Source: an optimization exercise on an open RTL-to-GDS flow (aim: small area, a short achievable clock period and few clock cycles per item). Production flows keep margins and buffers that such runs may drop.
Only simulation tests tie the RTL to the original design; equivalence was not proved.
No activity file was given, so power comes from the tool's default toggle rates.

### design/flow/design.v
module Reg_0 (
  input  wire        clk,
  input  wire        rst,
  input  wire        en_0,
  input  wire        en_n,
  input  wire [15:0] d_in,
  output reg  [15:0] q,
  output wire [15:0] d_out
);
  genvar i;
  generate
    for (i = 0; i < 16; i = i + 1) begin : bit_
      cell_a22o u (.A1(en_0), .A2(d_in[i]), .B1(en_n), .B2(q[i]), .X(d_out[i]));
    end
  endgenerate
  always @(posedge clk or posedge rst) begin
    if (rst)
      q <= 16'b0;
    else
      q <= d_out;
  end
endmodule
module mux #(parameter EXT = 1) (
  input  wire [7:0]  oh,
  input  wire        ext_sel,
  input  wire [7:0]  ext,
  input  wire [15:0] d0, d1, d2, d3, d4, d5, d6, d7,
  output wire [15:0] out
);
  genvar i;
  generate
    for (i = 0; i < 16; i = i + 1) begin : bit_
      wire n0, n1, n2;
      cell_a222oi u0 (.A1(oh[0]), .A2(d0[i]), .B1(oh[1]), .B2(d1[i]), .C1(oh[2]), .C2(d2[i]), .Y(n0));
      cell_a222oi u1 (.A1(oh[3]), .A2(d3[i]), .B1(oh[4]), .B2(d4[i]), .C1(oh[5]), .C2(d5[i]), .Y(n1));
      if (EXT && i < 8) begin : lo
        cell_a222oi u2 (.A1(oh[6]), .A2(d6[i]), .B1(oh[7]), .B2(d7[i]), .C1(ext_sel), .C2(ext[i]), .Y(n2));
      end else begin : hi
        cell_a22oi  u2 (.A1(oh[6]), .A2(d6[i]), .B1(oh[7]), .B2(d7[i]), .Y(n2));
      end
      cell_nand3 u3 (.A(n0), .B(n1), .C(n2), .Y(out[i]));
    end
  endgenerate
endmodule
module ARITHM (
  input  wire [15:0] in_a,
  input  wire [15:0] in_b,
  input  wire [2:0]  select,
  output wire [15:0] alu_out
);
  wire op_shl  = select == 3'd5;
  wire op_shr  = select == 3'd6;
  wire op_cmp  = select == 3'd7;
  wire sub     = (select == 3'd1) | op_cmp;
  wire sub_n   = ~sub;
  wire arith   = ~select[2] & ~select[1];         
  wire c_and_n = ~((select == 3'd2) | (select == 3'd3));
  wire c_xor_n = ~((select == 3'd3) | (select == 3'd4));
  wire big     = |in_b[15:4];                     
  wire shr_e   = op_shr & ~big;
  wire shl_e   = op_shl & ~big;
  wire bx0;
  wire pn0;
  wire gn0;
  wire bx1;
  wire pn1;
  wire gn1;
  wire bx2;
  wire pn2;
  wire gn2;
  wire bx3;
  wire pn3;
  wire gn3;
  wire bx4;
  wire pn4;
  wire gn4;
  wire bx5;
  wire pn5;
  wire gn5;
  wire bx6;
  wire pn6;
  wire gn6;
  wire bx7;
  wire pn7;
  wire gn7;
  wire bx8;
  wire pn8;
  wire gn8;
  wire bx9;
  wire pn9;
  wire gn9;
  wire bx10;
  wire pn10;
  wire gn10;
  wire bx11;
  wire pn11;
  wire gn11;
  wire bx12;
  wire pn12;
  wire gn12;
  wire bx13;
  wire pn13;
  wire gn13;
  wire bx14;
  wire pn14;
  wire gn14;
  wire bx15;
  wire pn15;
  wire gn15;
  wire G0;
  wire G1_1;
  wire G1_3;
  wire P1_3;
  wire G1_5;
  wire P1_5;
  wire G1_7;
  wire P1_7;
  wire G1_9;
  wire P1_9;
  wire G1_11;
  wire P1_11;
  wire G1_13;
  wire P1_13;
  wire G1_15;
  wire P1_15;
  wire i_2_2_hg;
  wire i_2_2_hp;
  wire G2_2;
  wire G2_3;
  wire i_2_6_hg;
  wire i_2_6_hp;
  wire G2_6;
  wire P2_6;
  wire G2_7;
  wire P2_7;
  wire i_2_10_hg;
  wire i_2_10_hp;
  wire G2_10;
  wire P2_10;
  wire G2_11;
  wire P2_11;
  wire i_2_14_hg;
  wire i_2_14_hp;
  wire G2_14;
  wire P2_14;
  wire G2_15;
  wire P2_15;
  wire G3_4;
  wire i_3_5_hg;
  wire i_3_5_hp;
  wire G3_5;
  wire G3_6;
  wire G3_7;
  wire G3_12;
  wire P3_12;
  wire i_3_13_hg;
  wire i_3_13_hp;
  wire G3_13;
  wire P3_13;
  wire G3_14;
  wire P3_14;
  wire G3_15;
  wire P3_15;
  wire i_4_8_hg;
  wire i_4_8_hp;
  wire G4_8;
  wire G4_9;
  wire i_4_10_hg;
  wire i_4_10_hp;
  wire G4_10;
  wire i_4_11_hg;
  wire i_4_11_hp;
  wire G4_11;
  wire G4_12;
  wire G4_13;
  wire G4_14;
  wire G4_15;
  wire s0;
  wire s1;
  wire s2;
  wire s3;
  wire s4;
  wire s5;
  wire s6;
  wire s7;
  wire s8;
  wire s9;
  wire s10;
  wire s11;
  wire s12;
  wire s13;
  wire s14;
  wire s15;
  wire rv0;
  wire rv1;
  wire rv2;
  wire rv3;
  wire rv4;
  wire rv5;
  wire rv6;
  wire rv7;
  wire rv8;
  wire rv9;
  wire rv10;
  wire rv11;
  wire rv12;
  wire rv13;
  wire rv14;
  wire rv15;
  wire sh0_0;
  wire sh0_1;
  wire sh0_2;
  wire sh0_3;
  wire sh0_4;
  wire sh0_5;
  wire sh0_6;
  wire sh0_7;
  wire sh0_8;
  wire sh0_9;
  wire sh0_10;
  wire sh0_11;
  wire sh0_12;
  wire sh0_13;
  wire sh0_14;
  wire sh0_15;
  wire sh1_0;
  wire sh1_1;
  wire sh1_2;
  wire sh1_3;
  wire sh1_4;
  wire sh1_5;
  wire sh1_6;
  wire sh1_7;
  wire sh1_8;
  wire sh1_9;
  wire sh1_10;
  wire sh1_11;
  wire sh1_12;
  wire sh1_13;
  wire sh1_14;
  wire sh1_15;
  wire sh2_0;
  wire sh2_1;
  wire sh2_2;
  wire sh2_3;
  wire sh2_4;
  wire sh2_5;
  wire sh2_6;
  wire sh2_7;
  wire sh2_8;
  wire sh2_9;
  wire sh2_10;
  wire sh2_11;
  wire sh2_12;
  wire sh2_13;
  wire sh2_14;
  wire sh2_15;
  wire sh3_0;
  wire sh3_1;
  wire sh3_2;
  wire sh3_3;
  wire sh3_4;
  wire sh3_5;
  wire sh3_6;
  wire sh3_7;
  wire sh3_8;
  wire sh3_9;
  wire sh3_10;
  wire sh3_11;
  wire sh3_12;
  wire sh3_13;
  wire sh3_14;
  wire sh3_15;
  wire tl0;
  wire ts0;
  wire ta0;
  wire tl1;
  wire ts1;
  wire ta1;
  wire tl2;
  wire ts2;
  wire ta2;
  wire tl3;
  wire ts3;
  wire ta3;
  wire tl4;
  wire ts4;
  wire ta4;
  wire tl5;
  wire ts5;
  wire ta5;
  wire tl6;
  wire ts6;
  wire ta6;
  wire tl7;
  wire ts7;
  wire ta7;
  wire tl8;
  wire ts8;
  wire ta8;
  wire tl9;
  wire ts9;
  wire ta9;
  wire tl10;
  wire ts10;
  wire ta10;
  wire tl11;
  wire ts11;
  wire ta11;
  wire tl12;
  wire ts12;
  wire ta12;
  wire tl13;
  wire ts13;
  wire ta13;
  wire tl14;
  wire ts14;
  wire ta14;
  wire tl15;
  wire ts15;
  wire ta15;
  cell_xor2 u_bx0 (.A(in_b[0]), .B(sub), .X(bx0));
  cell_xnor2 u_pn0 (.A(in_a[0]), .B(bx0), .Y(pn0));
  cell_nand2 u_gn0 (.A(in_a[0]), .B(bx0), .Y(gn0));
  cell_xor2 u_bx1 (.A(in_b[1]), .B(sub), .X(bx1));
  cell_xnor2 u_pn1 (.A(in_a[1]), .B(bx1), .Y(pn1));
  cell_nand2 u_gn1 (.A(in_a[1]), .B(bx1), .Y(gn1));
  cell_xor2 u_bx2 (.A(in_b[2]), .B(sub), .X(bx2));
  cell_xnor2 u_pn2 (.A(in_a[2]), .B(bx2), .Y(pn2));
  cell_nand2 u_gn2 (.A(in_a[2]), .B(bx2), .Y(gn2));
  cell_xor2 u_bx3 (.A(in_b[3]), .B(sub), .X(bx3));
  cell_xnor2 u_pn3 (.A(in_a[3]), .B(bx3), .Y(pn3));
  cell_nand2 u_gn3 (.A(in_a[3]), .B(bx3), .Y(gn3));
  cell_xor2 u_bx4 (.A(in_b[4]), .B(sub), .X(bx4));
  cell_xnor2 u_pn4 (.A(in_a[4]), .B(bx4), .Y(pn4));
  cell_nand2 u_gn4 (.A(in_a[4]), .B(bx4), .Y(gn4));
  cell_xor2 u_bx5 (.A(in_b[5]), .B(sub), .X(bx5));
  cell_xnor2 u_pn5 (.A(in_a[5]), .B(bx5), .Y(pn5));
  cell_nand2 u_gn5 (.A(in_a[5]), .B(bx5), .Y(gn5));
  cell_xor2 u_bx6 (.A(in_b[6]), .B(sub), .X(bx6));
  cell_xnor2 u_pn6 (.A(in_a[6]), .B(bx6), .Y(pn6));
  cell_nand2 u_gn6 (.A(in_a[6]), .B(bx6), .Y(gn6));
  cell_xor2 u_bx7 (.A(in_b[7]), .B(sub), .X(bx7));
  cell_xnor2 u_pn7 (.A(in_a[7]), .B(bx7), .Y(pn7));
  cell_nand2 u_gn7 (.A(in_a[7]), .B(bx7), .Y(gn7));
  cell_xor2 u_bx8 (.A(in_b[8]), .B(sub), .X(bx8));
  cell_xnor2 u_pn8 (.A(in_a[8]), .B(bx8), .Y(pn8));
  cell_nand2 u_gn8 (.A(in_a[8]), .B(bx8), .Y(gn8));
  cell_xor2 u_bx9 (.A(in_b[9]), .B(sub), .X(bx9));
  cell_xnor2 u_pn9 (.A(in_a[9]), .B(bx9), .Y(pn9));
  cell_nand2 u_gn9 (.A(in_a[9]), .B(bx9), .Y(gn9));
  cell_xor2 u_bx10 (.A(in_b[10]), .B(sub), .X(bx10));
  cell_xnor2 u_pn10 (.A(in_a[10]), .B(bx10), .Y(pn10));
  cell_nand2 u_gn10 (.A(in_a[10]), .B(bx10), .Y(gn10));
  cell_xor2 u_bx11 (.A(in_b[11]), .B(sub), .X(bx11));
  cell_xnor2 u_pn11 (.A(in_a[11]), .B(bx11), .Y(pn11));
  cell_nand2 u_gn11 (.A(in_a[11]), .B(bx11), .Y(gn11));
  cell_xor2 u_bx12 (.A(in_b[12]), .B(sub), .X(bx12));
  cell_xnor2 u_pn12 (.A(in_a[12]), .B(bx12), .Y(pn12));
  cell_nand2 u_gn12 (.A(in_a[12]), .B(bx12), .Y(gn12));
  cell_xor2 u_bx13 (.A(in_b[13]), .B(sub), .X(bx13));
  cell_xnor2 u_pn13 (.A(in_a[13]), .B(bx13), .Y(pn13));
  cell_nand2 u_gn13 (.A(in_a[13]), .B(bx13), .Y(gn13));
  cell_xor2 u_bx14 (.A(in_b[14]), .B(sub), .X(bx14));
  cell_xnor2 u_pn14 (.A(in_a[14]), .B(bx14), .Y(pn14));
  cell_nand2 u_gn14 (.A(in_a[14]), .B(bx14), .Y(gn14));
  cell_xor2 u_bx15 (.A(in_b[15]), .B(sub), .X(bx15));
  cell_xnor2 u_pn15 (.A(in_a[15]), .B(bx15), .Y(pn15));
  cell_nand2 u_gn15 (.A(in_a[15]), .B(bx15), .Y(gn15));
  cell_o21a u_G0 (.A1(pn0), .A2(sub_n), .B1(gn0), .X(G0));
  cell_o21ai u_G1_1 (.A1(pn1), .A2(G0), .B1(gn1), .Y(G1_1));
  cell_o21ai u_G1_3 (.A1(pn3), .A2(gn2), .B1(gn3), .Y(G1_3));
  cell_nor2 u_P1_3 (.A(pn3), .B(pn2), .Y(P1_3));
  cell_o21ai u_G1_5 (.A1(pn5), .A2(gn4), .B1(gn5), .Y(G1_5));
  cell_nor2 u_P1_5 (.A(pn5), .B(pn4), .Y(P1_5));
  cell_o21ai u_G1_7 (.A1(pn7), .A2(gn6), .B1(gn7), .Y(G1_7));
  cell_nor2 u_P1_7 (.A(pn7), .B(pn6), .Y(P1_7));
  cell_o21ai u_G1_9 (.A1(pn9), .A2(gn8), .B1(gn9), .Y(G1_9));
  cell_nor2 u_P1_9 (.A(pn9), .B(pn8), .Y(P1_9));
  cell_o21ai u_G1_11 (.A1(pn11), .A2(gn10), .B1(gn11), .Y(G1_11));
  cell_nor2 u_P1_11 (.A(pn11), .B(pn10), .Y(P1_11));
  cell_o21ai u_G1_13 (.A1(pn13), .A2(gn12), .B1(gn13), .Y(G1_13));
  cell_nor2 u_P1_13 (.A(pn13), .B(pn12), .Y(P1_13));
  cell_o21ai u_G1_15 (.A1(pn15), .A2(gn14), .B1(gn15), .Y(G1_15));
  cell_nor2 u_P1_15 (.A(pn15), .B(pn14), .Y(P1_15));
  cell_inv u_i_2_2_hg (.A(gn2), .Y(i_2_2_hg));
  cell_inv u_i_2_2_hp (.A(pn2), .Y(i_2_2_hp));
  cell_a21oi u_G2_2 (.A1(i_2_2_hp), .A2(G1_1), .B1(i_2_2_hg), .Y(G2_2));
  cell_a21oi u_G2_3 (.A1(P1_3), .A2(G1_1), .B1(G1_3), .Y(G2_3));
  cell_inv u_i_2_6_hg (.A(gn6), .Y(i_2_6_hg));
  cell_inv u_i_2_6_hp (.A(pn6), .Y(i_2_6_hp));
  cell_a21oi u_G2_6 (.A1(i_2_6_hp), .A2(G1_5), .B1(i_2_6_hg), .Y(G2_6));
  cell_nand2 u_P2_6 (.A(i_2_6_hp), .B(P1_5), .Y(P2_6));
  cell_a21oi u_G2_7 (.A1(P1_7), .A2(G1_5), .B1(G1_7), .Y(G2_7));
  cell_nand2 u_P2_7 (.A(P1_7), .B(P1_5), .Y(P2_7));
  cell_inv u_i_2_10_hg (.A(gn10), .Y(i_2_10_hg));
  cell_inv u_i_2_10_hp (.A(pn10), .Y(i_2_10_hp));
  cell_a21oi u_G2_10 (.A1(i_2_10_hp), .A2(G1_9), .B1(i_2_10_hg), .Y(G2_10));
  cell_nand2 u_P2_10 (.A(i_2_10_hp), .B(P1_9), .Y(P2_10));
  cell_a21oi u_G2_11 (.A1(P1_11), .A2(G1_9), .B1(G1_11), .Y(G2_11));
  cell_nand2 u_P2_11 (.A(P1_11), .B(P1_9), .Y(P2_11));
  cell_inv u_i_2_14_hg (.A(gn14), .Y(i_2_14_hg));
  cell_inv u_i_2_14_hp (.A(pn14), .Y(i_2_14_hp));
  cell_a21oi u_G2_14 (.A1(i_2_14_hp), .A2(G1_13), .B1(i_2_14_hg), .Y(G2_14));
  cell_nand2 u_P2_14 (.A(i_2_14_hp), .B(P1_13), .Y(P2_14));
  cell_a21oi u_G2_15 (.A1(P1_15), .A2(G1_13), .B1(G1_15), .Y(G2_15));
  cell_nand2 u_P2_15 (.A(P1_15), .B(P1_13), .Y(P2_15));
  cell_o21ai u_G3_4 (.A1(pn4), .A2(G2_3), .B1(gn4), .Y(G3_4));
  cell_inv u_i_3_5_hg (.A(G1_5), .Y(i_3_5_hg));
  cell_inv u_i_3_5_hp (.A(P1_5), .Y(i_3_5_hp));
  cell_o21ai u_G3_5 (.A1(i_3_5_hp), .A2(G2_3), .B1(i_3_5_hg), .Y(G3_5));
  cell_o21ai u_G3_6 (.A1(P2_6), .A2(G2_3), .B1(G2_6), .Y(G3_6));
  cell_o21ai u_G3_7 (.A1(P2_7), .A2(G2_3), .B1(G2_7), .Y(G3_7));
  cell_o21ai u_G3_12 (.A1(pn12), .A2(G2_11), .B1(gn12), .Y(G3_12));
  cell_nor2 u_P3_12 (.A(pn12), .B(P2_11), .Y(P3_12));
  cell_inv u_i_3_13_hg (.A(G1_13), .Y(i_3_13_hg));
  cell_inv u_i_3_13_hp (.A(P1_13), .Y(i_3_13_hp));
  cell_o21ai u_G3_13 (.A1(i_3_13_hp), .A2(G2_11), .B1(i_3_13_hg), .Y(G3_13));
  cell_nor2 u_P3_13 (.A(i_3_13_hp), .B(P2_11), .Y(P3_13));
  cell_o21ai u_G3_14 (.A1(P2_14), .A2(G2_11), .B1(G2_14), .Y(G3_14));
  cell_nor2 u_P3_14 (.A(P2_14), .B(P2_11), .Y(P3_14));
  cell_o21ai u_G3_15 (.A1(P2_15), .A2(G2_11), .B1(G2_15), .Y(G3_15));
  cell_nor2 u_P3_15 (.A(P2_15), .B(P2_11), .Y(P3_15));
  cell_inv u_i_4_8_hg (.A(gn8), .Y(i_4_8_hg));
  cell_inv u_i_4_8_hp (.A(pn8), .Y(i_4_8_hp));
  cell_a21oi u_G4_8 (.A1(i_4_8_hp), .A2(G3_7), .B1(i_4_8_hg), .Y(G4_8));
  cell_a21oi u_G4_9 (.A1(P1_9), .A2(G3_7), .B1(G1_9), .Y(G4_9));
  cell_inv u_i_4_10_hg (.A(G2_10), .Y(i_4_10_hg));
  cell_inv u_i_4_10_hp (.A(P2_10), .Y(i_4_10_hp));
  cell_a21oi u_G4_10 (.A1(i_4_10_hp), .A2(G3_7), .B1(i_4_10_hg), .Y(G4_10));
  cell_inv u_i_4_11_hg (.A(G2_11), .Y(i_4_11_hg));
  cell_inv u_i_4_11_hp (.A(P2_11), .Y(i_4_11_hp));
  cell_a21oi u_G4_11 (.A1(i_4_11_hp), .A2(G3_7), .B1(i_4_11_hg), .Y(G4_11));
  cell_a21oi u_G4_12 (.A1(P3_12), .A2(G3_7), .B1(G3_12), .Y(G4_12));
  cell_a21oi u_G4_13 (.A1(P3_13), .A2(G3_7), .B1(G3_13), .Y(G4_13));
  cell_a21oi u_G4_14 (.A1(P3_14), .A2(G3_7), .B1(G3_14), .Y(G4_14));
  cell_a21oi u_G4_15 (.A1(P3_15), .A2(G3_7), .B1(G3_15), .Y(G4_15));
  cell_xnor2 u_s0 (.A(pn0), .B(sub), .Y(s0));
  cell_xor2 u_s1 (.A(pn1), .B(G0), .X(s1));
  cell_xnor2 u_s2 (.A(pn2), .B(G1_1), .Y(s2));
  cell_xor2 u_s3 (.A(pn3), .B(G2_2), .X(s3));
  cell_xor2 u_s4 (.A(pn4), .B(G2_3), .X(s4));
  cell_xnor2 u_s5 (.A(pn5), .B(G3_4), .Y(s5));
  cell_xnor2 u_s6 (.A(pn6), .B(G3_5), .Y(s6));
  cell_xnor2 u_s7 (.A(pn7), .B(G3_6), .Y(s7));
  cell_xnor2 u_s8 (.A(pn8), .B(G3_7), .Y(s8));
  cell_xor2 u_s9 (.A(pn9), .B(G4_8), .X(s9));
  cell_xor2 u_s10 (.A(pn10), .B(G4_9), .X(s10));
  cell_xor2 u_s11 (.A(pn11), .B(G4_10), .X(s11));
  cell_xor2 u_s12 (.A(pn12), .B(G4_11), .X(s12));
  cell_xor2 u_s13 (.A(pn13), .B(G4_12), .X(s13));
  cell_xor2 u_s14 (.A(pn14), .B(G4_13), .X(s14));
  cell_xor2 u_s15 (.A(pn15), .B(G4_14), .X(s15));
  cell_mux2 u_rv0 (.A0(in_a[0]), .A1(in_a[15]), .S(op_shl), .X(rv0));
  cell_mux2 u_rv1 (.A0(in_a[1]), .A1(in_a[14]), .S(op_shl), .X(rv1));
  cell_mux2 u_rv2 (.A0(in_a[2]), .A1(in_a[13]), .S(op_shl), .X(rv2));
  cell_mux2 u_rv3 (.A0(in_a[3]), .A1(in_a[12]), .S(op_shl), .X(rv3));
  cell_mux2 u_rv4 (.A0(in_a[4]), .A1(in_a[11]), .S(op_shl), .X(rv4));
  cell_mux2 u_rv5 (.A0(in_a[5]), .A1(in_a[10]), .S(op_shl), .X(rv5));
  cell_mux2 u_rv6 (.A0(in_a[6]), .A1(in_a[9]), .S(op_shl), .X(rv6));
  cell_mux2 u_rv7 (.A0(in_a[7]), .A1(in_a[8]), .S(op_shl), .X(rv7));
  cell_mux2 u_rv8 (.A0(in_a[8]), .A1(in_a[7]), .S(op_shl), .X(rv8));
  cell_mux2 u_rv9 (.A0(in_a[9]), .A1(in_a[6]), .S(op_shl), .X(rv9));
  cell_mux2 u_rv10 (.A0(in_a[10]), .A1(in_a[5]), .S(op_shl), .X(rv10));
  cell_mux2 u_rv11 (.A0(in_a[11]), .A1(in_a[4]), .S(op_shl), .X(rv11));
  cell_mux2 u_rv12 (.A0(in_a[12]), .A1(in_a[3]), .S(op_shl), .X(rv12));
  cell_mux2 u_rv13 (.A0(in_a[13]), .A1(in_a[2]), .S(op_shl), .X(rv13));
  cell_mux2 u_rv14 (.A0(in_a[14]), .A1(in_a[1]), .S(op_shl), .X(rv14));
  cell_mux2 u_rv15 (.A0(in_a[15]), .A1(in_a[0]), .S(op_shl), .X(rv15));
  cell_mux2 u_sh0_0 (.A0(rv0), .A1(rv1), .S(in_b[0]), .X(sh0_0));
  cell_mux2 u_sh0_1 (.A0(rv1), .A1(rv2), .S(in_b[0]), .X(sh0_1));
  cell_mux2 u_sh0_2 (.A0(rv2), .A1(rv3), .S(in_b[0]), .X(sh0_2));
  cell_mux2 u_sh0_3 (.A0(rv3), .A1(rv4), .S(in_b[0]), .X(sh0_3));
  cell_mux2 u_sh0_4 (.A0(rv4), .A1(rv5), .S(in_b[0]), .X(sh0_4));
  cell_mux2 u_sh0_5 (.A0(rv5), .A1(rv6), .S(in_b[0]), .X(sh0_5));
  cell_mux2 u_sh0_6 (.A0(rv6), .A1(rv7), .S(in_b[0]), .X(sh0_6));
  cell_mux2 u_sh0_7 (.A0(rv7), .A1(rv8), .S(in_b[0]), .X(sh0_7));
  cell_mux2 u_sh0_8 (.A0(rv8), .A1(rv9), .S(in_b[0]), .X(sh0_8));
  cell_mux2 u_sh0_9 (.A0(rv9), .A1(rv10), .S(in_b[0]), .X(sh0_9));
  cell_mux2 u_sh0_10 (.A0(rv10), .A1(rv11), .S(in_b[0]), .X(sh0_10));
  cell_mux2 u_sh0_11 (.A0(rv11), .A1(rv12), .S(in_b[0]), .X(sh0_11));
  cell_mux2 u_sh0_12 (.A0(rv12), .A1(rv13), .S(in_b[0]), .X(sh0_12));
  cell_mux2 u_sh0_13 (.A0(rv13), .A1(rv14), .S(in_b[0]), .X(sh0_13));
  cell_mux2 u_sh0_14 (.A0(rv14), .A1(rv15), .S(in_b[0]), .X(sh0_14));
  cell_and2b u_sh0_15 (.A_N(in_b[0]), .B(rv15), .X(sh0_15));
  cell_mux2 u_sh1_0 (.A0(sh0_0), .A1(sh0_2), .S(in_b[1]), .X(sh1_0));
  cell_mux2 u_sh1_1 (.A0(sh0_1), .A1(sh0_3), .S(in_b[1]), .X(sh1_1));
  cell_mux2 u_sh1_2 (.A0(sh0_2), .A1(sh0_4), .S(in_b[1]), .X(sh1_2));
  cell_mux2 u_sh1_3 (.A0(sh0_3), .A1(sh0_5), .S(in_b[1]), .X(sh1_3));
  cell_mux2 u_sh1_4 (.A0(sh0_4), .A1(sh0_6), .S(in_b[1]), .X(sh1_4));
  cell_mux2 u_sh1_5 (.A0(sh0_5), .A1(sh0_7), .S(in_b[1]), .X(sh1_5));
  cell_mux2 u_sh1_6 (.A0(sh0_6), .A1(sh0_8), .S(in_b[1]), .X(sh1_6));
  cell_mux2 u_sh1_7 (.A0(sh0_7), .A1(sh0_9), .S(in_b[1]), .X(sh1_7));
  cell_mux2 u_sh1_8 (.A0(sh0_8), .A1(sh0_10), .S(in_b[1]), .X(sh1_8));
  cell_mux2 u_sh1_9 (.A0(sh0_9), .A1(sh0_11), .S(in_b[1]), .X(sh1_9));
  cell_mux2 u_sh1_10 (.A0(sh0_10), .A1(sh0_12), .S(in_b[1]), .X(sh1_10));
  cell_mux2 u_sh1_11 (.A0(sh0_11), .A1(sh0_13), .S(in_b[1]), .X(sh1_11));
  cell_mux2 u_sh1_12 (.A0(sh0_12), .A1(sh0_14), .S(in_b[1]), .X(sh1_12));
  cell_mux2 u_sh1_13 (.A0(sh0_13), .A1(sh0_15), .S(in_b[1]), .X(sh1_13));
  cell_and2b u_sh1_14 (.A_N(in_b[1]), .B(sh0_14), .X(sh1_14));
  cell_and2b u_sh1_15 (.A_N(in_b[1]), .B(sh0_15), .X(sh1_15));
  cell_mux2 u_sh2_0 (.A0(sh1_0), .A1(sh1_4), .S(in_b[2]), .X(sh2_0));
  cell_mux2 u_sh2_1 (.A0(sh1_1), .A1(sh1_5), .S(in_b[2]), .X(sh2_1));
  cell_mux2 u_sh2_2 (.A0(sh1_2), .A1(sh1_6), .S(in_b[2]), .X(sh2_2));
  cell_mux2 u_sh2_3 (.A0(sh1_3), .A1(sh1_7), .S(in_b[2]), .X(sh2_3));
  cell_mux2 u_sh2_4 (.A0(sh1_4), .A1(sh1_8), .S(in_b[2]), .X(sh2_4));
  cell_mux2 u_sh2_5 (.A0(sh1_5), .A1(sh1_9), .S(in_b[2]), .X(sh2_5));
  cell_mux2 u_sh2_6 (.A0(sh1_6), .A1(sh1_10), .S(in_b[2]), .X(sh2_6));
  cell_mux2 u_sh2_7 (.A0(sh1_7), .A1(sh1_11), .S(in_b[2]), .X(sh2_7));
  cell_mux2 u_sh2_8 (.A0(sh1_8), .A1(sh1_12), .S(in_b[2]), .X(sh2_8));
  cell_mux2 u_sh2_9 (.A0(sh1_9), .A1(sh1_13), .S(in_b[2]), .X(sh2_9));
  cell_mux2 u_sh2_10 (.A0(sh1_10), .A1(sh1_14), .S(in_b[2]), .X(sh2_10));
  cell_mux2 u_sh2_11 (.A0(sh1_11), .A1(sh1_15), .S(in_b[2]), .X(sh2_11));
  cell_and2b u_sh2_12 (.A_N(in_b[2]), .B(sh1_12), .X(sh2_12));
  cell_and2b u_sh2_13 (.A_N(in_b[2]), .B(sh1_13), .X(sh2_13));
  cell_and2b u_sh2_14 (.A_N(in_b[2]), .B(sh1_14), .X(sh2_14));
  cell_and2b u_sh2_15 (.A_N(in_b[2]), .B(sh1_15), .X(sh2_15));
  cell_mux2 u_sh3_0 (.A0(sh2_0), .A1(sh2_8), .S(in_b[3]), .X(sh3_0));
  cell_mux2 u_sh3_1 (.A0(sh2_1), .A1(sh2_9), .S(in_b[3]), .X(sh3_1));
  cell_mux2 u_sh3_2 (.A0(sh2_2), .A1(sh2_10), .S(in_b[3]), .X(sh3_2));
  cell_mux2 u_sh3_3 (.A0(sh2_3), .A1(sh2_11), .S(in_b[3]), .X(sh3_3));
  cell_mux2 u_sh3_4 (.A0(sh2_4), .A1(sh2_12), .S(in_b[3]), .X(sh3_4));
  cell_mux2 u_sh3_5 (.A0(sh2_5), .A1(sh2_13), .S(in_b[3]), .X(sh3_5));
  cell_mux2 u_sh3_6 (.A0(sh2_6), .A1(sh2_14), .S(in_b[3]), .X(sh3_6));
  cell_mux2 u_sh3_7 (.A0(sh2_7), .A1(sh2_15), .S(in_b[3]), .X(sh3_7));
  cell_and2b u_sh3_8 (.A_N(in_b[3]), .B(sh2_8), .X(sh3_8));
  cell_and2b u_sh3_9 (.A_N(in_b[3]), .B(sh2_9), .X(sh3_9));
  cell_and2b u_sh3_10 (.A_N(in_b[3]), .B(sh2_10), .X(sh3_10));
  cell_and2b u_sh3_11 (.A_N(in_b[3]), .B(sh2_11), .X(sh3_11));
  cell_and2b u_sh3_12 (.A_N(in_b[3]), .B(sh2_12), .X(sh3_12));
  cell_and2b u_sh3_13 (.A_N(in_b[3]), .B(sh2_13), .X(sh3_13));
  cell_and2b u_sh3_14 (.A_N(in_b[3]), .B(sh2_14), .X(sh3_14));
  cell_and2b u_sh3_15 (.A_N(in_b[3]), .B(sh2_15), .X(sh3_15));
  cell_o22a u_tl0 (.A1(c_and_n), .A2(gn0), .B1(c_xor_n), .B2(pn0), .X(tl0));
  cell_a22oi u_ts0 (.A1(shr_e), .A2(sh3_0), .B1(shl_e), .B2(sh3_15), .Y(ts0));
  cell_nand2 u_ta0 (.A(arith), .B(s0), .Y(ta0));
  cell_nand4 u_r0 (.A(tl0), .B(ts0), .C(ta0), .D(tc0), .Y(alu_out[0]));
  cell_o22a u_tl1 (.A1(c_and_n), .A2(gn1), .B1(c_xor_n), .B2(pn1), .X(tl1));
  cell_a22oi u_ts1 (.A1(shr_e), .A2(sh3_1), .B1(shl_e), .B2(sh3_14), .Y(ts1));
  cell_nand2 u_ta1 (.A(arith), .B(s1), .Y(ta1));
  cell_nand4 u_r1 (.A(tl1), .B(ts1), .C(ta1), .D(tc1), .Y(alu_out[1]));
  cell_o22a u_tl2 (.A1(c_and_n), .A2(gn2), .B1(c_xor_n), .B2(pn2), .X(tl2));
  cell_a22oi u_ts2 (.A1(shr_e), .A2(sh3_2), .B1(shl_e), .B2(sh3_13), .Y(ts2));
  cell_nand2 u_ta2 (.A(arith), .B(s2), .Y(ta2));
  cell_nand3 u_r2 (.A(tl2), .B(ts2), .C(ta2), .Y(alu_out[2]));
  cell_o22a u_tl3 (.A1(c_and_n), .A2(gn3), .B1(c_xor_n), .B2(pn3), .X(tl3));
  cell_a22oi u_ts3 (.A1(shr_e), .A2(sh3_3), .B1(shl_e), .B2(sh3_12), .Y(ts3));
  cell_nand2 u_ta3 (.A(arith), .B(s3), .Y(ta3));
  cell_nand3 u_r3 (.A(tl3), .B(ts3), .C(ta3), .Y(alu_out[3]));
  cell_o22a u_tl4 (.A1(c_and_n), .A2(gn4), .B1(c_xor_n), .B2(pn4), .X(tl4));
  cell_a22oi u_ts4 (.A1(shr_e), .A2(sh3_4), .B1(shl_e), .B2(sh3_11), .Y(ts4));
  cell_nand2 u_ta4 (.A(arith), .B(s4), .Y(ta4));
  cell_nand3 u_r4 (.A(tl4), .B(ts4), .C(ta4), .Y(alu_out[4]));
  cell_o22a u_tl5 (.A1(c_and_n), .A2(gn5), .B1(c_xor_n), .B2(pn5), .X(tl5));
  cell_a22oi u_ts5 (.A1(shr_e), .A2(sh3_5), .B1(shl_e), .B2(sh3_10), .Y(ts5));
  cell_nand2 u_ta5 (.A(arith), .B(s5), .Y(ta5));
  cell_nand3 u_r5 (.A(tl5), .B(ts5), .C(ta5), .Y(alu_out[5]));
  cell_o22a u_tl6 (.A1(c_and_n), .A2(gn6), .B1(c_xor_n), .B2(pn6), .X(tl6));
  cell_a22oi u_ts6 (.A1(shr_e), .A2(sh3_6), .B1(shl_e), .B2(sh3_9), .Y(ts6));
  cell_nand2 u_ta6 (.A(arith), .B(s6), .Y(ta6));
  cell_nand3 u_r6 (.A(tl6), .B(ts6), .C(ta6), .Y(alu_out[6]));
  cell_o22a u_tl7 (.A1(c_and_n), .A2(gn7), .B1(c_xor_n), .B2(pn7), .X(tl7));
  cell_a22oi u_ts7 (.A1(shr_e), .A2(sh3_7), .B1(shl_e), .B2(sh3_8), .Y(ts7));
  cell_nand2 u_ta7 (.A(arith), .B(s7), .Y(ta7));
  cell_nand3 u_r7 (.A(tl7), .B(ts7), .C(ta7), .Y(alu_out[7]));
  cell_o22a u_tl8 (.A1(c_and_n), .A2(gn8), .B1(c_xor_n), .B2(pn8), .X(tl8));
  cell_a22oi u_ts8 (.A1(shr_e), .A2(sh3_8), .B1(shl_e), .B2(sh3_7), .Y(ts8));
  cell_nand2 u_ta8 (.A(arith), .B(s8), .Y(ta8));
  cell_nand3 u_r8 (.A(tl8), .B(ts8), .C(ta8), .Y(alu_out[8]));
  cell_o22a u_tl9 (.A1(c_and_n), .A2(gn9), .B1(c_xor_n), .B2(pn9), .X(tl9));
  cell_a22oi u_ts9 (.A1(shr_e), .A2(sh3_9), .B1(shl_e), .B2(sh3_6), .Y(ts9));
  cell_nand2 u_ta9 (.A(arith), .B(s9), .Y(ta9));
  cell_nand3 u_r9 (.A(tl9), .B(ts9), .C(ta9), .Y(alu_out[9]));
  cell_o22a u_tl10 (.A1(c_and_n), .A2(gn10), .B1(c_xor_n), .B2(pn10), .X(tl10));
  cell_a22oi u_ts10 (.A1(shr_e), .A2(sh3_10), .B1(shl_e), .B2(sh3_5), .Y(ts10));
  cell_nand2 u_ta10 (.A(arith), .B(s10), .Y(ta10));
  cell_nand3 u_r10 (.A(tl10), .B(ts10), .C(ta10), .Y(alu_out[10]));
  cell_o22a u_tl11 (.A1(c_and_n), .A2(gn11), .B1(c_xor_n), .B2(pn11), .X(tl11));
  cell_a22oi u_ts11 (.A1(shr_e), .A2(sh3_11), .B1(shl_e), .B2(sh3_4), .Y(ts11));
  cell_nand2 u_ta11 (.A(arith), .B(s11), .Y(ta11));
  cell_nand3 u_r11 (.A(tl11), .B(ts11), .C(ta11), .Y(alu_out[11]));
  cell_o22a u_tl12 (.A1(c_and_n), .A2(gn12), .B1(c_xor_n), .B2(pn12), .X(tl12));
  cell_a22oi u_ts12 (.A1(shr_e), .A2(sh3_12), .B1(shl_e), .B2(sh3_3), .Y(ts12));
  cell_nand2 u_ta12 (.A(arith), .B(s12), .Y(ta12));
  cell_nand3 u_r12 (.A(tl12), .B(ts12), .C(ta12), .Y(alu_out[12]));
  cell_o22a u_tl13 (.A1(c_and_n), .A2(gn13), .B1(c_xor_n), .B2(pn13), .X(tl13));
  cell_a22oi u_ts13 (.A1(shr_e), .A2(sh3_13), .B1(shl_e), .B2(sh3_2), .Y(ts13));
  cell_nand2 u_ta13 (.A(arith), .B(s13), .Y(ta13));
  cell_nand3 u_r13 (.A(tl13), .B(ts13), .C(ta13), .Y(alu_out[13]));
  cell_o22a u_tl14 (.A1(c_and_n), .A2(gn14), .B1(c_xor_n), .B2(pn14), .X(tl14));
  cell_a22oi u_ts14 (.A1(shr_e), .A2(sh3_14), .B1(shl_e), .B2(sh3_1), .Y(ts14));
  cell_nand2 u_ta14 (.A(arith), .B(s14), .Y(ta14));
  cell_nand3 u_r14 (.A(tl14), .B(ts14), .C(ta14), .Y(alu_out[14]));
  cell_o22a u_tl15 (.A1(c_and_n), .A2(gn15), .B1(c_xor_n), .B2(pn15), .X(tl15));
  cell_a22oi u_ts15 (.A1(shr_e), .A2(sh3_15), .B1(shl_e), .B2(sh3_0), .Y(ts15));
  cell_nand2 u_ta15 (.A(arith), .B(s15), .Y(ta15));
  cell_nand3 u_r15 (.A(tl15), .B(ts15), .C(ta15), .Y(alu_out[15]));
  wire ge = ~G4_15;
  wire eq = ~|{pn15, pn14, pn13, pn12, pn11, pn10, pn9, pn8, pn7, pn6, pn5, pn4, pn3, pn2, pn1, pn0};
  wire tc0 = ~(op_cmp & ge & ~eq);                
  wire tc1 = ~(op_cmp & ~ge);                     
endmodule
module cell_inv (input wire A, output wire Y);
  assign Y = ~A;
endmodule
module cell_nand2 (input wire A, B, output wire Y);
  assign Y = ~(A & B);
endmodule
module cell_nor2 (input wire A, B, output wire Y);
  assign Y = ~(A | B);
endmodule
module cell_and2 (input wire A, B, output wire X);
  assign X = A & B;
endmodule
module cell_and2b (input wire A_N, B, output wire X);
  assign X = ~A_N & B;
endmodule
module cell_nand2b (input wire A_N, B, output wire Y);
  assign Y = A_N | ~B;
endmodule
module cell_xor2 (input wire A, B, output wire X);
  assign X = A ^ B;
endmodule
module cell_xnor2 (input wire A, B, output wire Y);
  assign Y = ~(A ^ B);
endmodule
module cell_nand3 (input wire A, B, C, output wire Y);
  assign Y = ~(A & B & C);
endmodule
module cell_nand4 (input wire A, B, C, D, output wire Y);
  assign Y = ~(A & B & C & D);
endmodule
module cell_and3 (input wire A, B, C, output wire X);
  assign X = A & B & C;
endmodule
module cell_and4 (input wire A, B, C, D, output wire X);
  assign X = A & B & C & D;
endmodule
module cell_a21oi (input wire A1, A2, B1, output wire Y);
  assign Y = ~((A1 & A2) | B1);
endmodule
module cell_o21ai (input wire A1, A2, B1, output wire Y);
  assign Y = ~((A1 | A2) & B1);
endmodule
module cell_a22oi (input wire A1, A2, B1, B2, output wire Y);
  assign Y = ~((A1 & A2) | (B1 & B2));
endmodule
module cell_a22o (input wire A1, A2, B1, B2, output wire X);
  assign X = (A1 & A2) | (B1 & B2);
endmodule
module cell_o21a (input wire A1, A2, B1, output wire X);
  assign X = (A1 | A2) & B1;
endmodule
module cell_o22a (input wire A1, A2, B1, B2, output wire X);
  assign X = (A1 | A2) & (B1 | B2);
endmodule
module cell_a222oi (input wire A1, A2, B1, B2, C1, C2, output wire Y);
  assign Y = ~((A1 & A2) | (B1 & B2) | (C1 & C2));
endmodule
module cell_mux2 (input wire A0, A1, S, output wire X);
  assign X = S ? A1 : A0;
endmodule
module Control_Unit (
  input  wire        rst,
  input  wire [15:0] instruction,
  output wire [7:0]  wr_en,
  output wire [7:0]  wr_en_n,
  output wire        wr_c,
  output wire        wr_c_n,
  output wire [7:0]  oh_a,
  output wire [7:0]  oh_b,
  output wire        use_imm,
  output wire [2:0]  alu_sel,
  output wire        done
);
  wire run = (instruction[1:0] != 2'b10) & ~rst;
  wire reg_fmt;                        
  wire [2:0] rx = instruction[15:13], ry = instruction[12:10];
  wire [2:0] rx_n, ry_n;
  cell_nand2b u_fmt (.A_N(instruction[1]), .B(instruction[0]), .Y(reg_fmt));
  genvar j, k;
  generate
    for (j = 0; j < 3; j = j + 1) begin : lit
      cell_inv u_rx (.A(rx[j]), .Y(rx_n[j]));
      cell_inv u_ry (.A(ry[j]), .Y(ry_n[j]));
    end
    for (k = 0; k < 8; k = k + 1) begin : dec
      cell_and3 u_a (.A(k & 1 ? rx[0] : rx_n[0]), .B(k & 2 ? rx[1] : rx_n[1]),
                     .C(k & 4 ? rx[2] : rx_n[2]), .X(oh_a[k]));
      cell_and4 u_b (.A(k & 1 ? ry[0] : ry_n[0]), .B(k & 2 ? ry[1] : ry_n[1]),
                     .C(k & 4 ? ry[2] : ry_n[2]), .D(reg_fmt), .X(oh_b[k]));
    end
  endgenerate
  assign use_imm = ~reg_fmt;
  assign done    = run;
  assign wr_c    = run;
  assign wr_c_n  = ~run;
  assign wr_en   = {8{run}} & oh_a;
  assign wr_en_n = ~wr_en;
  assign alu_sel = instruction[4:2];
endmodule
module top (
  input  wire        clk,
  input  wire        reset,
  input  wire [15:0] instruction,
  output wire        done,
  output wire [15:0] d_out_c,
  output wire [15:0] d_out_0,
  output wire [15:0] d_out_1,
  output wire [15:0] d_out_2,
  output wire [15:0] d_out_3,
  output wire [15:0] d_out_4,
  output wire [15:0] d_out_5,
  output wire [15:0] d_out_6,
  output wire [15:0] d_out_7
);
  wire [7:0]  wr_en, wr_en_n, oh_a, oh_b;
  wire        wr_c, wr_c_n;
  wire        use_imm;
  wire [2:0]  alu_sel;
  wire [15:0] q0, q1, q2, q3, q4, q5, q6, q7, qc;
  wire [15:0] a, b, alu_out;
  Control_Unit control_unit (
    .rst(reset), .instruction(instruction),
    .wr_en(wr_en), .wr_en_n(wr_en_n), .wr_c(wr_c), .wr_c_n(wr_c_n),
    .oh_a(oh_a), .oh_b(oh_b), .use_imm(use_imm), .alu_sel(alu_sel),
    .done(done)
  );
  mux #(.EXT(0)) mux_a (.oh(oh_a), .ext_sel(1'b0), .ext(8'b0),
             .d0(q0), .d1(q1), .d2(q2), .d3(q3), .d4(q4), .d5(q5), .d6(q6), .d7(q7),
             .out(a));
  mux mux_b (.oh(oh_b), .ext_sel(use_imm), .ext(instruction[12:5]),
             .d0(q0), .d1(q1), .d2(q2), .d3(q3), .d4(q4), .d5(q5), .d6(q6), .d7(q7),
             .out(b));
  ARITHM my_alu (.in_a(a), .in_b(b), .select(alu_sel), .alu_out(alu_out));
  Reg_0 reg0 (.clk(clk), .rst(reset), .en_0(wr_en[0]), .en_n(wr_en_n[0]), .d_in(alu_out), .q(q0), .d_out(d_out_0));
  Reg_0 reg1 (.clk(clk), .rst(reset), .en_0(wr_en[1]), .en_n(wr_en_n[1]), .d_in(alu_out), .q(q1), .d_out(d_out_1));
  Reg_0 reg2 (.clk(clk), .rst(reset), .en_0(wr_en[2]), .en_n(wr_en_n[2]), .d_in(alu_out), .q(q2), .d_out(d_out_2));
  Reg_0 reg3 (.clk(clk), .rst(reset), .en_0(wr_en[3]), .en_n(wr_en_n[3]), .d_in(alu_out), .q(q3), .d_out(d_out_3));
  Reg_0 reg4 (.clk(clk), .rst(reset), .en_0(wr_en[4]), .en_n(wr_en_n[4]), .d_in(alu_out), .q(q4), .d_out(d_out_4));
  Reg_0 reg5 (.clk(clk), .rst(reset), .en_0(wr_en[5]), .en_n(wr_en_n[5]), .d_in(alu_out), .q(q5), .d_out(d_out_5));
  Reg_0 reg6 (.clk(clk), .rst(reset), .en_0(wr_en[6]), .en_n(wr_en_n[6]), .d_in(alu_out), .q(q6), .d_out(d_out_6));
  Reg_0 reg7 (.clk(clk), .rst(reset), .en_0(wr_en[7]), .en_n(wr_en_n[7]), .d_in(alu_out), .q(q7), .d_out(d_out_7));
  Reg_0 regC (.clk(clk), .rst(reset), .en_0(wr_c),     .en_n(wr_c_n),     .d_in(alu_out), .q(qc), .d_out(d_out_c));
endmodule
### design/flow/flow/run.sh
#!/bin/bash
# The standard layout (standard.sh), with two changes:
#  - synthesis first maps the design's small AND-OR cells (cell_* modules in
#    rtl/mux.v) one-to-one onto library cells (flow/cells_map.v); the rest of
#    synthesis is ORFS's synth.tcl run by the standard flow's own synth_recipe.tcl, so the
#    registers and their names are those of the standard synthesis;
#  - the port buffers are plain buf_1 cells (repair may resize them).
set -euo pipefail
W=$(pwd)
F=$W/flow
sed "/^hierarchy -check -top/a techmap -map $F/cells_map.v" \
  "$FLOW_HOME/scripts/synth.tcl" > "$W/synth_cells.tcl"
grep -q "cells_map.v" "$W/synth_cells.tcl"
sed "s#source \$::env(SCRIPTS_DIR)/synth.tcl#source $W/synth_cells.tcl#" \
  "$W/synth_recipe.tcl" > "$W/synth_top.tcl"
grep -q "synth_cells.tcl" "$W/synth_top.tcl"
sed "s#SYNTH_SCRIPT=[^ ]*#SYNTH_SCRIPT=$W/synth_top.tcl#" "$W/standard.sh" > "$W/standard_cells.sh"
grep -q "synth_top.tcl" "$W/standard_cells.sh"
export BUFFER_PORTS_ARGS="-buffer_cell sky130_fd_sc_hd__buf_1"
bash "$W/standard_cells.sh" > "$W/flow_layout.log" 2>&1
### design/flow/flow/cells_map.v
// Maps each cell_* module of the design onto its library cell.
module cell_inv (input wire A, output wire Y);
  sky130_fd_sc_hd__inv_1 _TECHMAP_REPLACE_ (.A(A), .Y(Y));
endmodule
module cell_nand2 (input wire A, B, output wire Y);
  sky130_fd_sc_hd__nand2_1 _TECHMAP_REPLACE_ (.A(A), .B(B), .Y(Y));
endmodule
module cell_nor2 (input wire A, B, output wire Y);
  sky130_fd_sc_hd__nor2_1 _TECHMAP_REPLACE_ (.A(A), .B(B), .Y(Y));
endmodule
module cell_and2 (input wire A, B, output wire X);
  sky130_fd_sc_hd__and2_1 _TECHMAP_REPLACE_ (.A(A), .B(B), .X(X));
endmodule
module cell_and2b (input wire A_N, B, output wire X);
  sky130_fd_sc_hd__and2b_1 _TECHMAP_REPLACE_ (.A_N(A_N), .B(B), .X(X));
endmodule
module cell_nand2b (input wire A_N, B, output wire Y);
  sky130_fd_sc_hd__nand2b_1 _TECHMAP_REPLACE_ (.A_N(A_N), .B(B), .Y(Y));
endmodule
module cell_xor2 (input wire A, B, output wire X);
  sky130_fd_sc_hd__xor2_1 _TECHMAP_REPLACE_ (.A(A), .B(B), .X(X));
endmodule
module cell_xnor2 (input wire A, B, output wire Y);
  sky130_fd_sc_hd__xnor2_1 _TECHMAP_REPLACE_ (.A(A), .B(B), .Y(Y));
endmodule
module cell_nand3 (input wire A, B, C, output wire Y);
  sky130_fd_sc_hd__nand3_1 _TECHMAP_REPLACE_ (.A(A), .B(B), .C(C), .Y(Y));
endmodule
module cell_nand4 (input wire A, B, C, D, output wire Y);
  sky130_fd_sc_hd__nand4_1 _TECHMAP_REPLACE_ (.A(A), .B(B), .C(C), .D(D), .Y(Y));
endmodule
module cell_and3 (input wire A, B, C, output wire X);
  sky130_fd_sc_hd__and3_1 _TECHMAP_REPLACE_ (.A(A), .B(B), .C(C), .X(X));
endmodule
module cell_and4 (input wire A, B, C, D, output wire X);
  sky130_fd_sc_hd__and4_1 _TECHMAP_REPLACE_ (.A(A), .B(B), .C(C), .D(D), .X(X));
endmodule
module cell_a21oi (input wire A1, A2, B1, output wire Y);
  sky130_fd_sc_hd__a21oi_1 _TECHMAP_REPLACE_ (.A1(A1), .A2(A2), .B1(B1), .Y(Y));
endmodule
module cell_o21ai (input wire A1, A2, B1, output wire Y);
  sky130_fd_sc_hd__o21ai_1 _TECHMAP_REPLACE_ (.A1(A1), .A2(A2), .B1(B1), .Y(Y));
endmodule
module cell_a22oi (input wire A1, A2, B1, B2, output wire Y);
  sky130_fd_sc_hd__a22oi_1 _TECHMAP_REPLACE_ (.A1(A1), .A2(A2), .B1(B1), .B2(B2), .Y(Y));
endmodule
module cell_a22o (input wire A1, A2, B1, B2, output wire X);
  sky130_fd_sc_hd__a22o_1 _TECHMAP_REPLACE_ (.A1(A1), .A2(A2), .B1(B1), .B2(B2), .X(X));
endmodule
module cell_o21a (input wire A1, A2, B1, output wire X);
  sky130_fd_sc_hd__o21a_1 _TECHMAP_REPLACE_ (.A1(A1), .A2(A2), .B1(B1), .X(X));
endmodule
module cell_o22a (input wire A1, A2, B1, B2, output wire X);
  sky130_fd_sc_hd__o22a_1 _TECHMAP_REPLACE_ (.A1(A1), .A2(A2), .B1(B1), .B2(B2), .X(X));
endmodule
module cell_a222oi (input wire A1, A2, B1, B2, C1, C2, output wire Y);
  sky130_fd_sc_hd__a222oi_1 _TECHMAP_REPLACE_ (.A1(A1), .A2(A2), .B1(B1), .B2(B2), .C1(C1), .C2(C2), .Y(Y));
endmodule
module cell_mux2 (input wire A0, A1, S, output wire X);
  sky130_fd_sc_hd__mux2_1 _TECHMAP_REPLACE_ (.A0(A0), .A1(A1), .S(S), .X(X));
endmodule
### design/flow/standard.sh
#!/bin/bash
# synth_recipe.tcl (not shown) runs the flow's synth.tcl, then flattens the netlist and writes it again
# the make line also repeats each setting of config.mk as NAME=value (left out here)
make -C /OpenROAD-flow-scripts/flow DESIGN_CONFIG=/design/flow/config.mk WORK_HOME=/design/flow/orfs CLKGATE_MAP_FILE= SYNTH_SCRIPT=/design/flow/synth_recipe.tcl "${@:-finish}"
### design/flow/config.mk
export PLATFORM = sky130hd
export DESIGN_NAME = top
export DESIGN_NICKNAME = top
export VERILOG_FILES = /design/flow/design.v
export SDC_FILE = /design/flow/constraint.sdc
export NUM_CORES = 4
export LEC_CHECK = 0
export ABC_AREA = 1
export CAP_MARGIN = 20
export CORE_MARGIN = 2
export CORE_UTILIZATION = 50
export SETUP_SLACK_MARGIN = 0.3
export SLEW_MARGIN = 20
### design/flow/constraint.sdc
create_clock -name core_clock -period 6.0 [get_ports {clk}]
set_input_delay 1.2000 -clock core_clock [delete_from_list [all_inputs] [get_ports {clk}]]
set_output_delay 1.2000 -clock core_clock [all_outputs]
set_load 0.01 [all_outputs]
==> flow_metrics.env, run 1 <==
export IMPL_cp_num_buf_inv=8
export IMPL_ys_flop_type="dfrtp_1"
export IMPL_worst_path_most_repeated_cell="buf_6"
export IMPL_setup_worst_path_class="input pin to primary output"
export IMPL_required_ns=4.80
export IMPL_finalSetupViolations=144
export IMPL_portBuffers=162
export IMPL_start_util=0.508
export IMPL_dieArea_um2=17800
export IMPL_timing_clock_skew_ns=0.0116
export IMPL_total_leakage_power_nw=6.56
export IMPL_dpl_cell_area_um2=10500
export IMPL_layout_commonest_cell="dfrtp_1"
export IMPL_core_area_um2=16500
export IMPL_cpPeakStageDelay_ns=0.47
export IMPL_fin_util=0.795
export IMPL_seq_area_frac_synth=0.430
export IMPL_avgSynthCellArea_um2=10.7
export IMPL_grt_pass1_wl_um=55900
export IMPL_grt_pass1_vias=9408
export IMPL_r2r_cells=14
export IMPL_synth_top_area_share=0.430
export IMPL_yosys_top_cells_area="dfrtp_1 (43%), a22o_1 (15%), mux2_1 (8.7%)"
export IMPL_area_growth_pct=56.4
export IMPL_clk_latency_ns=0.42
export IMPL_vias=10046
export IMPL_path_max_fanout=12
export IMPL_r2r_slack_ns=2.09
export IMPL_syn_cell_area_um2=8370
export IMPL_crit_chain="buf_2 -> inv_1 -> and4_4 -> buf_6 -> a222oi_1 -> buf_4 -> nand3_1 -> xor2_1 -> xnor2_1 -> nor2_1 -> nand2_1 -> o21ai_4 -> buf_12 -> buf_6 -> a21oi_4 -> xor2_1 -> nand2_1 -> nand3_2 -> buf_6 -> a22o_1 -> clkbuf_2"
export IMPL_cts_root_buf="clkbuf_16"
export IMPL_violations="negative setup slack"
export IMPL_dieHeight_um=133
export IMPL_fin_crit_sh=1.04
export IMPL_clock_path_buffers=2
export IMPL_cts_hold_buf=0
export IMPL_drt_iter0_drc=1961
export IMPL_cap_viol_max_count=0
export IMPL_cts_htree_levels=4
export IMPL_timing_critical_path_from_type="input pin"
export IMPL_synth_cell_types=27
export IMPL_synth_fp_nets=798
export IMPL_drive_gt1_frac=0.473
export IMPL_yosys_area_top_type="dfrtp_1"
export IMPL_async_reset_ff_frac=1.00
export IMPL_maxSlewViolCount=0
export IMPL_n_antenna_cell=0
export IMPL_grt_util_all_layers=0.412
export IMPL_antenna_found_initial=0
export IMPL_design_area_um2=13100
export IMPL_period_needed_ns=6.23
export IMPL_numCtsBuffers=17
export IMPL_fin_nets=1183
export IMPL_path_delay_family="buffers and inverters"
export IMPL_hold_path_end="regC.q[4]$_DFF_PP0_"
export IMPL_placement_rows=47
export IMPL_final_hold_viol_count=0
export IMPL_ys_warn_count=1
export IMPL_cp_depth=21
export IMPL_wl_per_cell_um=28.2
export IMPL_synth_seq_cells=144
export IMPL_relSlewSlack=0.332
export IMPL_drt_wl_total_um=39500
export IMPL_power_density_nw_per_um2=568
export IMPL_grt_max_degree=88
export IMPL_outcome="complete, but fails checks"
export IMPL_viasPerCell=7.19
export IMPL_worst_slew_pin_slew_ns=1.00
export IMPL_first_pass_iters=14
export IMPL_drc=0
export IMPL_worst_slack_ns=-0.227
export IMPL_ir_drop_v=0.000396
export IMPL_rsz0062_at_grt="yes"
export IMPL_clock_sinks=144
export IMPL_critPathSlowestCell="xor2_1"
export IMPL_cts_tree="done"
export IMPL_top_level_ports=163
export IMPL_r2r_end="reg4.q[0]$_DFF_PP0_"
export IMPL_die_w_um=133
export IMPL_grt_overflow=0
export IMPL_clk_pin_slew_ns=0.06
export IMPL_worstHoldStart="regC.q[4]$_DFF_PP0_"
export IMPL_synth_edff_count=0
export IMPL_endpoint_kind="primary output"
export IMPL_place_congestion=0.940
export IMPL_dp_hpwl_um=24400
export IMPL_hold_path_class="flop to flop"
export IMPL_ant_nets=0
export IMPL_hold_depth=1
export IMPL_cp_arrival_ns=5.03
export IMPL_final_cell_mix="dfrtp_1 (144), buf_4 (140), a22o_1 (132)"
export IMPL_max_freq_mhz=161
export IMPL_synthCells=780
export IMPL_rr_startpoint="reg3.q[13]$_DFF_PP0_"
-- sequential cells by signal, summed over array words and instances, names as in the netlist --
register	count
regC.q	16
reg3.q	16
reg2.q	16
reg5.q	16
reg1.q	16
reg4.q	16
reg7.q	16
reg0.q	16
reg6.q	16
-- metal layers --
| layer | share of wire | track usage | wire, um | vias to the layer above |
|---|---|---|---|---|
| li1 | - | - | - | 4001 |
| met1 | 0.36 | 0.535 | 14200 | 4884 |
| met2 | 0.45 | 0.652 | 17600 | 920 |
| met3 | 0.12 | 0.101 | 4900 | 241 |
| met4 | 0.070 | 0.194 | 2760 | 0 |
| met5 | 0 | 0 | 0 | - |
-- through the flow --
step | power, mW | hold slack (ns) | std cells | TNS [ns] | worst slack, ns
global route | 7.72 | 0.521 | 1398 | -23.91 | -0.289
finish | 7.44 | 0.501 | 1398 | -18.11 | -0.227
global placement | 4.80 | 0.481 | 1285 | -34.97 | -0.433
CTS | 6.65 | 0.501 | 1359 | -0.747 | -0.0734
floorplan | 3.47 | 0.532 | 780 | -42.85 | -0.347
detailed placement | 4.85 | 0.479 | 1285 | -39.86 | -0.480
-- final cells by class --
class	instances	area, um^2
Tap cell	220	275
Sequential cell	144	3600
Clock buffer	20	437
Fill cell	1042	3370
Timing Repair Buffer	366	2860
Clock inverter	12	136
Inverter	39	176
Multi-Input combinational cell	597	5600
-- cell families after synthesis --
| family | count (synthesis) | synth area share |
|---|---|---|
| simple gates | 178 | 0.104 |
| flops | 144 | 0.430 |
| compound gates | 306 | 0.310 |
| mux | 65 | 0.0874 |
| xor+xnor | 48 | 0.0502 |
| buf+inv | 39 | 0.0175 |
-- synthesized netlist by cell type (22+ instances only) --
| master | number |
|---|---|
| a22o_1 | 144 |
| dfrtp_1 | 144 |
| a222oi_1 | 72 |
| mux2_1 | 65 |
| nand2_1 | 58 |
| nand3_1 | 47 |
| a22oi_1 | 40 |
| inv_1 | 37 |
| nor2_1 | 32 |
| xor2_1 | 26 |
| xnor2_1 | 22 |
-- how the worst max path moves through the flow --
stage / startpoint / to / slack [ns]
global route: instruction[10] / d_out_0[15] / -0.29
detailed placement: instruction[15] / d_out_0[0] / -0.48
global placement: instruction[15] / d_out_0[0] / -0.43
floorplan: reset / d_out_0[0] / -0.35
finish: instruction[12] / d_out_0[15] / -0.23
CTS: instruction[15] / d_out_0[0] / -0.07
-- report_power, final --
group          internal, mW  switching (mW)
Sequential             1.38           0.409
Clock                 0.614           0.442
Combinational          2.29            2.30
Total                  4.29            3.15
-- timing repair --
| item | 4_1_cts | 5_1_grt |
|---|---|---|
| resized for setup | 237 | 195 |
| cloned | 8 | 6 |
| pin swaps | 58 | 61 |
| buffers inserted | 34 | 33 |
| setup endpoints to repair | 144 | 144 |
Testbench counts, summed over its fixed seeds: cycles 3,200, insns 3,200.
==> run 2, diff against run 1 <==
--- a/design/flow/design.v
+++ b/design/flow/design.v
@@ -32,11 +32,12 @@
     for (i = 0; i < 16; i = i + 1) begin : bit_
-      wire n0, n1, n2;
-      cell_a222oi u0 (.A1(oh[0]), .A2(d0[i]), .B1(oh[1]), .B2(d1[i]), .C1(oh[2]), .C2(d2[i]), .Y(n0));
-      cell_a222oi u1 (.A1(oh[3]), .A2(d3[i]), .B1(oh[4]), .B2(d4[i]), .C1(oh[5]), .C2(d5[i]), .Y(n1));
+      wire n0, n1, n2, n3;
+      cell_a22oi u0 (.A1(oh[0]), .A2(d0[i]), .B1(oh[1]), .B2(d1[i]), .Y(n0));
+      cell_a22oi u1 (.A1(oh[2]), .A2(d2[i]), .B1(oh[3]), .B2(d3[i]), .Y(n1));
+      cell_a22oi u2 (.A1(oh[4]), .A2(d4[i]), .B1(oh[5]), .B2(d5[i]), .Y(n2));
       if (EXT && i < 8) begin : lo
-        cell_a222oi u2 (.A1(oh[6]), .A2(d6[i]), .B1(oh[7]), .B2(d7[i]), .C1(ext_sel), .C2(ext[i]), .Y(n2));
+        cell_a222oi u3 (.A1(oh[6]), .A2(d6[i]), .B1(oh[7]), .B2(d7[i]), .C1(ext_sel), .C2(ext[i]), .Y(n3));
       end else begin : hi
-        cell_a22oi  u2 (.A1(oh[6]), .A2(d6[i]), .B1(oh[7]), .B2(d7[i]), .Y(n2));
+        cell_a22oi  u3 (.A1(oh[6]), .A2(d6[i]), .B1(oh[7]), .B2(d7[i]), .Y(n3));
       end
-      cell_nand3 u3 (.A(n0), .B(n1), .C(n2), .Y(out[i]));
+      cell_nand4 u4 (.A(n0), .B(n1), .C(n2), .D(n3), .Y(out[i]));
     end
==> run 2 against run 1 <==
Area after synthesis is 1.4% higher; critical path depth is 5 lower; first-iteration DRC count is 28% lower; sequential power hardly changed; utilization is 2.1 points lower; wire length is 5.8% higher; synthesized cell count is 4.1% higher; the layout still fails its checks (negative setup slack); power is 4.9% lower; critical path type unchanged; clock power is 7% higher; final cell count stayed put.
==> flow_metrics.env, run 2 <==
export IMPL_hold_path_class="flop to flop"
export IMPL_dp_cells=1277
export IMPL_drive_gt1_frac=0.447
export IMPL_relSlewSlack=0.300
export IMPL_dieHeight_um=134
export IMPL_drt_wl_total_um=41800
export IMPL_worstHoldStart="regC.q[4]$_DFF_PP0_"
export IMPL_place_congestion=0.987
export IMPL_cts_hold_buf=0
export IMPL_p_switching_mw=3.04
export IMPL_worst_slew_pin_slew_ns=1.05
export IMPL_area_growth_pct=51.1
export IMPL_cp_arrival_ns=4.85
export IMPL_power_frac_seq=0.256
export IMPL_final_hold_viol_count=0
export IMPL_timing_critical_path_from_type="input pin"
export IMPL_rr_startpoint="reg6.q[0]$_DFF_PP0_"
export IMPL_layout_commonest_cell="dfrtp_1"
export IMPL_cap_viol_max_count=0
export IMPL_yosys_area_top_type="dfrtp_1"
export IMPL_cts_root_buf="clkbuf_16"
export IMPL_timing_clock_skew_ns=0.00905
export IMPL_clock_sinks=144
export IMPL_p_int_mw=4.03
export IMPL_outcome="complete, but fails checks"
export IMPL_placement_rows=47
export IMPL_worst_path_most_repeated_cell="mux2_4"
export IMPL_synth_top_family_by_area="compound AO/OA/AOI/OAI gates"
export IMPL_path_delay_family="multiplexers"
export IMPL_finalPower_mw=7.07
export IMPL_synth_edff_count=0
export IMPL_violations="negative setup slack"
export IMPL_seq_area_frac_synth=0.424
export IMPL_finalSetupTns_ns=-0.350
export IMPL_cp_num_buf_inv=5
export IMPL_portBuffers=162
export IMPL_cts_tree="done"
export IMPL_critPathSlowestCell="mux2_4"
export IMPL_yosys_area_share_simple=0.108
export IMPL_grt_pass1_vias=9859
export IMPL_syn_cell_area_um2=8490
export IMPL_clk_latency_ns=0.44
export IMPL_rsz0062_at_grt="yes"
export IMPL_synth_seq_cells=144
export IMPL_synthCells=812
export IMPL_total_leakage_power_nw=6.31
export IMPL_startpoint="instruction[13]"
export IMPL_synth_top_area_share=0.424
export IMPL_power_density_nw_per_um2=551
export IMPL_dp_slack_ns=-0.289
export IMPL_cpPeakStageDelay_ns=0.38
export IMPL_dp_hpwl_um=24700
export IMPL_cts_htree_levels=4
export IMPL_ys_warn_count=1
export IMPL_grt_pass1_wl_um=59100
export IMPL_async_reset_ff_frac=1.00
export IMPL_final_cell_count_no_fill=1398
export IMPL_final_cell_mix="dfrtp_1 (144), a22o_1 (141), buf_2 (119)"
export IMPL_ys_flop_type="dfrtp_1"
export IMPL_endpoint_kind="primary output"
export IMPL_vias=10061
export IMPL_p_comb_frac=0.583
export IMPL_avgSynthCellArea_um2=10.5
export IMPL_grt_overflow=0
export IMPL_maxSlewViolCount=0
export IMPL_period_needed_ns=6.05
export IMPL_setup_worst_path_class="input pin to primary output"
export IMPL_swShare=0.430
export IMPL_clock_path_buffers=2
export IMPL_ir_drop_v=0.000419
export IMPL_pwr_share_clk=0.161
export IMPL_clk_pin_slew_ns=0.07
export IMPL_first_pass_iters=8
export IMPL_synth_cell_types=27
export IMPL_required_ns=4.80
export IMPL_fin_nets=1183
export IMPL_dieArea_um2=18000
export IMPL_start_util=0.512
export IMPL_antenna_found_initial=0
export IMPL_synth_mux_area_frac=0.0862
export IMPL_die_w_um=134
export IMPL_crit_chain="buf_6 -> inv_1 -> and3_1 -> buf_12 -> a22oi_1 -> nand4_1 -> mux2_4 -> mux2_2 -> mux2_4 -> mux2_4 -> mux2_4 -> a22oi_2 -> nand4_1 -> buf_2 -> a22o_1 -> buf_2"
export IMPL_synth_fp_nets=830
export IMPL_synthXorXnorAreaFrac=0.0495
export IMPL_path_max_fanout=17
export IMPL_numCtsBuffers=17
export IMPL_synthAdderAreaFrac=0
export IMPL_synth_commonest_cells="a22o_1 (144), dfrtp_1 (144), a22oi_1 (136)"
export IMPL_synth_compound_area_share=0.315
export IMPL_drt_iter0_drc=1421
export IMPL_viasPerCell=7.20
export IMPL_finalSetupViolations=16
export IMPL_fin_crit_sh=1.01
export IMPL_top_level_ports=163
export IMPL_ant_nets=0
export IMPL_wl_per_cell_um=29.9
export IMPL_drc=0
export IMPL_max_freq_mhz=165
export IMPL_worst_slack_ns=-0.0454
export IMPL_n_antenna_cell=0
export IMPL_grt_util_all_layers=0.440
export IMPL_fillCellCount=1111
export IMPL_yosys_top_cells_area="dfrtp_1 (42%), a22o_1 (15%), a22oi_1 (12%)"
export IMPL_core_area_um2=16600
export IMPL_hold_ws_ns=0.503
export IMPL_grt_max_degree=78
[run 2: stage by stage]
| step | cell area (um^2) | util |
|---|---|---|
| finish | 12800 | 0.774 |
| detailed placement | 10300 | 0.621 |
| CTS | 11900 | 0.718 |
| global route | 12800 | 0.774 |
| floorplan | 8650 | - |
| global placement | 10300 | 0.621 |
[run 2: area by class of cell]
class,count,area (um^2),share of cell area
Clock buffer,17,425,0.0332
Multi-Input combinational cell,632,5630,0.439
Tap cell,220,275,0.0215
Sequential cell,144,3600,0.281
Clock inverter,15,190,0.0148
Inverter,39,176,0.0138
Timing Repair Buffer,331,2520,0.197
[run 2: cells by family after synthesis]
family	count (synthesis)
AO/OA/AOI/OAI	338
AND/OR/NAND/NOR	178
flip-flops	144
multiplexers	65
XOR/XNOR	48
buffers and inverters	39
[run 2: power groups by stage]
stage          combinational [mW]  sequential, mW  clock (mW)
3_3_place_gp                 2.86            1.74           0
4_1_cts                      3.44            1.76        1.14
5_1_grt                      4.31            1.84        1.18
2_1_floorplan                1.86            1.62           0
3_5_place_dp                 2.90            1.75           0
6_report                     4.12            1.81        1.13
[run 2: worst paths after layout]
check | slack, ns | cells after the start | to
max in group asynchronous | 3.40 | 4 | reg0.q[14]$_DFF_PP0_
min reg2reg | 0.50 | 1 | regC.q[4]$_DFF_PP0_
max reg2reg | 2.19 | 15 | reg5.q[1]$_DFF_PP0_
min in group asynchronous | 1.07 | 3 | regC.q[6]$_DFF_PP0_
min | 0.50 | 1 | regC.q[4]$_DFF_PP0_
max | -0.05 | 16 | d_out_6[0]
[run 2: timing repair]
action                     CTS  global route
gates cloned                 8             8
setup endpoints to repair  144           144
setup buffers               32            41
pin swaps                   51            63
resized for setup          179           300
[run 2: routing by layer]
metal,global-route usage,share of wire,vias to the layer above
met1,0.539,0.35,4846
met3,0.178,0.15,272
li1,-,-,4010
met5,0,0,-
met4,0.243,0.068,0
met2,0.662,0.43,933
Testbench counts of run 2, summed over its fixed seeds: cycles 3,200, insns 3,200.

## static timing again, ports no longer ideal
The flow's constraints put no driver on any port. The routed layouts listed below were extracted and timed again, unchanged, in two steps.
Step 1, drivers: a clkbuf_16 drives clk and a buf_2 each remaining input, both assumed.
Step 2 also shifts input and output timing later by t, the mid clock arrival at the registers, as if the neighbouring blocks saw the same clock.
Slacks: ideal ports / drivers / drivers and shift; pairs: ideal ports / drivers.
run	t, ns	setup slack, ns	worst slew at a driven data input, ns	cell pins on the clock port's net
run 1	0.466	-0.227 / -0.255 / -0.255	0.05	1
run 2	0.478	-0.045 / -0.088 / -0.088	0.04	1
The setup slack of run 2, which loses most, moves by -0.043 ns with the drivers and by -0.043 ns with both steps.
